From an optimization exercise on the open Yosys and OpenROAD flow, aimed at small area, a short achievable clock period and few clock cycles per item; shortcuts taken in it are not production practice.
Where RTL was checked, it was by simulation tests only, not by an equivalence proof against the original.

// mod_mul64_module
module mod_mul64_module
#(
    parameter A_WIDTH = 64,
    parameter B_WIDTH = 64,
    parameter N_WIDTH = 64
)
(
    input clk,
    input rst,
    input start,
    input [A_WIDTH-1:0] A,
    input [B_WIDTH-1:0] B,
    input [N_WIDTH-1:0] N,
    output [N_WIDTH-1:0] P,
    output done
);
Size in the first run: roughly 1600 cells after synthesis, about 260 I/O pins, ~17000 sq um of cells after synthesis.
==> flow/config.mk <==
export PLATFORM = sky130hd
export DESIGN_NAME = mod_mul64_module
export DESIGN_NICKNAME = mod_mul64_module
export VERILOG_FILES = /design/flow/design.v
export SDC_FILE = /design/flow/constraint.sdc
export NUM_CORES = 4
export LEC_CHECK = 0
export CAP_MARGIN = 20
export CORE_MARGIN = 2
export CORE_UTILIZATION = 40
export CTS_BUF_LIST = sky130_fd_sc_hd__clkbuf_4 sky130_fd_sc_hd__clkbuf_8
export PLACE_DENSITY = 0.72
export SETUP_SLACK_MARGIN = 3.0
export SLEW_MARGIN = 20
export BUFFER_PORTS_ARGS = -buffer_cell sky130_fd_sc_hd__buf_1
==> flow/constraint.sdc <==
create_clock -name core_clock -period 6.0 [get_ports {clk}]
set_input_delay 1.2000 -clock core_clock [delete_from_list [all_inputs] [get_ports {clk}]]
set_output_delay 1.2000 -clock core_clock [all_outputs]
set_load 0.01 [all_outputs]
standard.sh (not shown) runs the stock make flow with config.mk's settings and CLKGATE_MAP_FILE= SYNTH_SCRIPT=/design/flow/synth_recipe.tcl, a recipe that flattens the netlist after the stock synthesis.
==> flow/flow/run.sh <==
#!/bin/bash
# The standard layout (the standard.sh), with plain buf_1 cells as the
# port buffers instead of the default clkdlybuf4s50_1. The make output goes
# to standard.log; ORFS keeps each step's log under orfs/logs.
set -e
echo 'export BUFFER_PORTS_ARGS = -buffer_cell sky130_fd_sc_hd__buf_1' >> config.mk
bash standard.sh > standard.log 2>&1
The first run finished clean.
Testbench counts at the start, summed over its fixed seeds: cycles 14,291, ops 192.
Rerun with:
Settings changed: PLACE_DENSITY 0.72 to not set.
After rerunning:
- critical path depth shrinks by 3
- count of clock-buffer cells in the layout came out lower by 7
- setup slack gets better by 0.038 ns
- final area rises by 1.5%

========
== violet ==
The RTL this note starts from:
==> flow/design.v <==
`timescale 1ns / 1ps
module mod_mul64_module
#(
    parameter A_WIDTH = 64,
    parameter B_WIDTH = 64,
    parameter N_WIDTH = 64
)
(
    input clk,
    input rst,
    input start,
    input [A_WIDTH-1:0] A,
    input [B_WIDTH-1:0] B,
    input [N_WIDTH-1:0] N,
    output [N_WIDTH-1:0] P,
    output done
);
    localparam W = 66;
    localparam IDLE = 3'd0;
    localparam NORM = 3'd1;
    localparam LOOP = 3'd2;
    localparam CONV = 3'd3;
    localparam SHR  = 3'd4;
    reg [2:0] state;
    reg done_reg;
    reg [5:0] sc;
    reg [6:0] cnt;
    reg b_cur;       
    reg b_nxt;       
    reg b_nn;        
    reg md2;         
    reg md1;         
    reg mdh;         
    reg cadd;        
    reg q_a1;        
    reg q_a2;        
    reg q_s1;        
    reg q_s2;        
    reg neg;         
    reg [7:0] u4;    
    reg [63:0] n_reg;
    reg [7:0] v2;    
    reg [7:0] v1;    
    reg [7:0] v0;    
    reg [7:0] vm1;   
    reg [4:0] a5;    
    reg [5:0] a15;   
    reg [W-1:0] S, C;
    wire ml = md2;
    wire hold = md1;
    wire [W-1:0] s_in = ({W{md2}} & {S[W-2:0], 1'b0})
                      | ({W{hold}} & S)
                      | ({W{mdh}} & {1'b0, S[W-1:1]});
    wire [W-1:0] c_in = ({W{md2}} & {C[W-2:0], 1'b0})
                      | ({W{hold | mdh}} & C);
    wire [W-1:0] n1 = {2'b00, n_reg};
    wire [W-1:0] n2 = {1'b0, n_reg, 1'b0};
    wire [W-1:0] y = (({W{q_a1 | q_s1}} & n1) | ({W{q_a2 | q_s2}} & n2)) ^ {W{neg}};
    wire [W-1:0] s1 = s_in ^ c_in ^ y;
    wire [W-1:0] maj1 = (s_in & c_in) | (s_in & y) | (c_in & y);
    wire [W-1:0] c1 = {maj1[W-2:0], neg};
    wire xb = ml & b_cur;
    wire [W-1:0] x = {2'b00, {64{xb}} & A};
    wire [W-1:0] s2 = s1 ^ c1 ^ x;
    wire [W-1:0] maj2 = (s1 & c1) | (s1 & x) | (c1 & x);
    wire [W-1:0] c2 = {maj2[W-2:0], 1'b0};
    always @(posedge clk) begin
        S <= s2;
        C <= c2;
    end
    wire [7:0] u1 = S[65:58];
    wire [7:0] u2 = C[65:58];
    wire [7:0] e_s = u1 ^ u2 ^ u4;
    wire [7:0] e_c = {(u1[6:0] & u2[6:0]) | (u1[6:0] & u4[6:0]) | (u2[6:0] & u4[6:0]), 1'b0};
    wire lt2, lt1, lt0, ltm1;
    sign3 u_s2  (.a(e_s), .b(e_c), .k(v2),  .s(lt2));
    sign3 u_s1  (.a(e_s), .b(e_c), .k(v1),  .s(lt1));
    sign3 u_s0  (.a(e_s), .b(e_c), .k(v0),  .s(lt0));
    sign3 u_sm1 (.a(e_s), .b(e_c), .k(vm1), .s(ltm1));
    wire ge2 = !lt2;
    wire ge1 = !lt1;
    wire ge0 = !lt0;
    wire gem1 = !ltm1;
    wire nq_s2 = ge2;
    wire nq_s1 = ge1 & !ge2;
    wire nq_a1 = gem1 & !ge0;
    wire nq_a2 = !gem1;
    wire u4_first = (state == NORM);
    wire [7:0] u4_n = u4_first ? {2'b11, ~n_next[63:58]} :
                      ({8{nq_a1}} & {3'b000, n_reg[63:59]})
                    | ({8{nq_a2}} & {2'b00, n_reg[63:58]})
                    | ({8{nq_s1}} & {3'b111, ~n_reg[63:59]})
                    | ({8{nq_s2}} & {2'b11, ~n_reg[63:58]});
    reg c_zero;      
    always @(posedge clk)
        c_zero <= ~|c2;
    wire fin = (state == CONV) && !cadd && c_zero;
    wire done_now = fin && !S[W-1] && (sc == 6'd0);
    wire [6:0] cnt_3 = cnt + 7'd3;
    wire b_n3 = !cnt_3[6] & B[~cnt_3[5:0]];
    wire last = (cnt == {1'b0, sc} + 7'd63);
    wire [63:0] n_next = (state == IDLE) ? N :
                         (state == NORM && !n_reg[63]) ? {n_reg[62:0], 1'b0} : n_reg;
    always @(posedge clk) begin
        u4 <= u4_n;
        n_reg <= n_next;
        a5 <= A[63:59];
        a15 <= a15_n[6:1];
    end
    wire [6:0] a15_n = {2'b00, A[63:59]} + {1'b0, A[63:59], 1'b0};
    wire u3_h = (state == LOOP) ? b_nxt : b_cur;
    wire u3_l = (state == LOOP) ? b_nn : b_nxt;
    wire [7:0] u3_n = (u3_h & u3_l) ? {2'b00, a15} :
                      u3_h ? {3'b000, a5} :
                      u3_l ? {4'b0000, a5[4:1]} : 8'd0;
    wire [7:0] fx_n = {5'b00001, n_next[62:60]};
    always @(posedge clk) begin
        v2 <= u3_n;
        v1 <= u3_n + 8'd4;
        v0 <= u3_n + fx_n + 8'd5;
        vm1 <= u3_n + {fx_n[6:0], 1'b0} + 8'd6;
    end
    always @(posedge clk, posedge rst) begin
        if (rst) begin
            state <= IDLE;
            done_reg <= 1'b0;
            sc <= 6'd0;
            cnt <= 7'd0;
            b_cur <= 1'b0;
            b_nxt <= 1'b0;
            b_nn <= 1'b0;
            md2 <= 1'b0;
            md1 <= 1'b1;
            mdh <= 1'b0;
            cadd <= 1'b0;
            q_a1 <= 1'b0;
            q_a2 <= 1'b0;
            q_s1 <= 1'b0;
            q_s2 <= 1'b0;
            neg <= 1'b0;
        end
        else begin
            cadd <= 1'b0;
            md2 <= 1'b0;
            md1 <= 1'b0;
            mdh <= 1'b0;
            q_a1 <= 1'b0;
            q_a2 <= 1'b0;
            q_s1 <= 1'b0;
            q_s2 <= 1'b0;
            neg <= 1'b0;
            case (state)
                IDLE: begin
                    b_cur <= B[63];
                    b_nxt <= B[62];
                    b_nn <= B[61];
                    cnt <= 7'd0;
                    sc <= 6'd0;
                    if (start) begin
                        done_reg <= 1'b0;
                        state <= NORM;
                    end
                    else
                        md1 <= 1'b1;
                end
                NORM: begin
                    if (!n_reg[63])
                        sc <= sc + 6'd1;
                    if (n_reg[63] || n_reg[62]) begin
                        state <= LOOP;
                        md2 <= 1'b1;
                        q_s2 <= 1'b1;
                        neg <= 1'b1;
                    end
                end
                LOOP: begin
                    cnt <= cnt + 7'd1;
                    b_cur <= b_nxt;
                    b_nxt <= b_nn;
                    b_nn <= b_n3;
                    if (last) begin
                        state <= CONV;
                        md1 <= 1'b1;
                        cadd <= 1'b1;
                        q_a1 <= gem1;
                        q_a2 <= !gem1;
                    end
                    else begin
                        md2 <= 1'b1;
                        q_s2 <= nq_s2;
                        q_s1 <= nq_s1;
                        q_a1 <= nq_a1;
                        q_a2 <= nq_a2;
                        neg <= ge1;
                    end
                end
                CONV: begin
                    md1 <= 1'b1;
                    if (fin) begin
                        if (S[W-1]) begin
                            q_a1 <= 1'b1;
                            cadd <= 1'b1;
                        end
                        else if (sc != 6'd0) begin
                            state <= SHR;
                            md1 <= 1'b0;
                            mdh <= 1'b1;
                        end
                        else begin
                            state <= IDLE;
                            done_reg <= 1'b1;
                        end
                    end
                end
                SHR: begin
                    sc <= sc - 6'd1;
                    if (sc == 6'd1) begin
                        state <= IDLE;
                        done_reg <= 1'b1;
                        md1 <= 1'b1;
                    end
                    else
                        mdh <= 1'b1;
                end
                default: state <= IDLE;
            endcase
        end
    end
    assign P = S[63:0];
    assign done = done_reg | done_now;
endmodule
module sign3 (
    input [7:0] a,
    input [7:0] b,
    input [7:0] k,
    output s
);
    wire [7:0] x = a ^ b ^ k;
    wire [7:0] y = {(a[6:0] & b[6:0]) | (a[6:0] & k[6:0]) | (b[6:0] & k[6:0]), 1'b0};
    wire [6:0] g0 = x[6:0] & y[6:0];
    wire [6:0] p0 = x[6:0] ^ y[6:0];
    wire [6:0] g1, p1, g2, p2, g3;
    genvar i;
    generate
        for (i = 0; i < 7; i = i + 1) begin : pf
            if (i < 1) begin : a1
                assign g1[i] = g0[i];
                assign p1[i] = p0[i];
            end else begin : b1
                assign g1[i] = g0[i] | (p0[i] & g0[i-1]);
                assign p1[i] = p0[i] & p0[i-1];
            end
            if (i < 2) begin : a2
                assign g2[i] = g1[i];
                assign p2[i] = p1[i];
            end else begin : b2
                assign g2[i] = g1[i] | (p1[i] & g1[i-2]);
                assign p2[i] = p1[i] & p1[i-2];
            end
            if (i < 4) begin : a3
                assign g3[i] = g2[i];
            end else begin : b3
                assign g3[i] = g2[i] | (p2[i] & g2[i-4]);
            end
        end
    endgenerate
    assign s = x[7] ^ y[7] ^ g3[6];
endmodule
==> flow/config.mk <==
export PLATFORM = sky130hd
export DESIGN_NAME = mod_mul64_module
export DESIGN_NICKNAME = mod_mul64_module
export VERILOG_FILES = /design/flow/design.v
export SDC_FILE = /design/flow/constraint.sdc
export NUM_CORES = 4
export LEC_CHECK = 0
export CAP_MARGIN = 20
export CORE_MARGIN = 2
export CORE_UTILIZATION = 40
export SETUP_SLACK_MARGIN = 3.0
export SLEW_MARGIN = 20
export BUFFER_PORTS_ARGS = -buffer_cell sky130_fd_sc_hd__buf_1
==> flow/constraint.sdc <==
create_clock -name core_clock -period 6.0 [get_ports {clk}]
set_input_delay 1.2000 -clock core_clock [delete_from_list [all_inputs] [get_ports {clk}]]
set_output_delay 1.2000 -clock core_clock [all_outputs]
set_load 0.01 [all_outputs]
==> flow/flow/run.sh <==
#!/bin/bash
# Standard layout, with plain buf_1 cells as the port buffers.
set -e


echo 'export BUFFER_PORTS_ARGS = -buffer_cell sky130_fd_sc_hd__buf_1' >> config.mk
bash standard.sh > standard.log 2>&1
### violet -> yarrow
- ABC_CLOCK_PERIOD_IN_PS now 3000, previously not set
Notes after the runs:
- Largest fanout on the critical path came out exactly the same in violet and yarrow.
- From yarrow to violet, sum of routed wire length over all layers did not move at all.
- Clock sink count: violet vs yarrow — no meaningful difference
- Diff yarrow..violet | final critical-path share of the clock period | unchanged
- Global-route total usage across every layer: yarrow vs violet, no meaningful difference
- violet and yarrow ended up with roughly the same area share of fa/ha/maj cells after synthesis.
- Smallest hold slack came out exactly the same in violet and yarrow.
No run of this note included a check of the RTL's function; only the layout flow was run.

## static timing again, ports no longer ideal
Ports are ideal in the flow. The routed layouts listed here were re-timed in OpenROAD.
Step 1: set_driving_cell puts a clkbuf_16 on clk and a buf_2 on each other input, an assumption about the parent block.
Step 2 also shifts input and output timing later by t, the mid clock arrival at the registers, as if the neighbouring blocks saw the same clock.
Slacks: ideal ports / drivers / drivers and shift; pairs: ideal ports / drivers.
run	t, ns	setup slack, ns	worst hold slack (ns)	worst slew at a driven data input, ns
the first run of note 1	0.627	2.611 / 2.611 / 2.611	0.510 / 0.510 / 0.510	0.09
the second run of note 1	0.667	2.648 / 2.648 / 2.648	0.514 / 0.514 / 0.514	0.11
violet	0.635	2.660 / 2.660 / 2.660	0.547 / 0.547 / 0.547	0.12
yarrow	0.635	2.660 / 2.660 / 2.660	0.547 / 0.547 / 0.547	0.12
After both steps setup and hold are still met in every run listed.
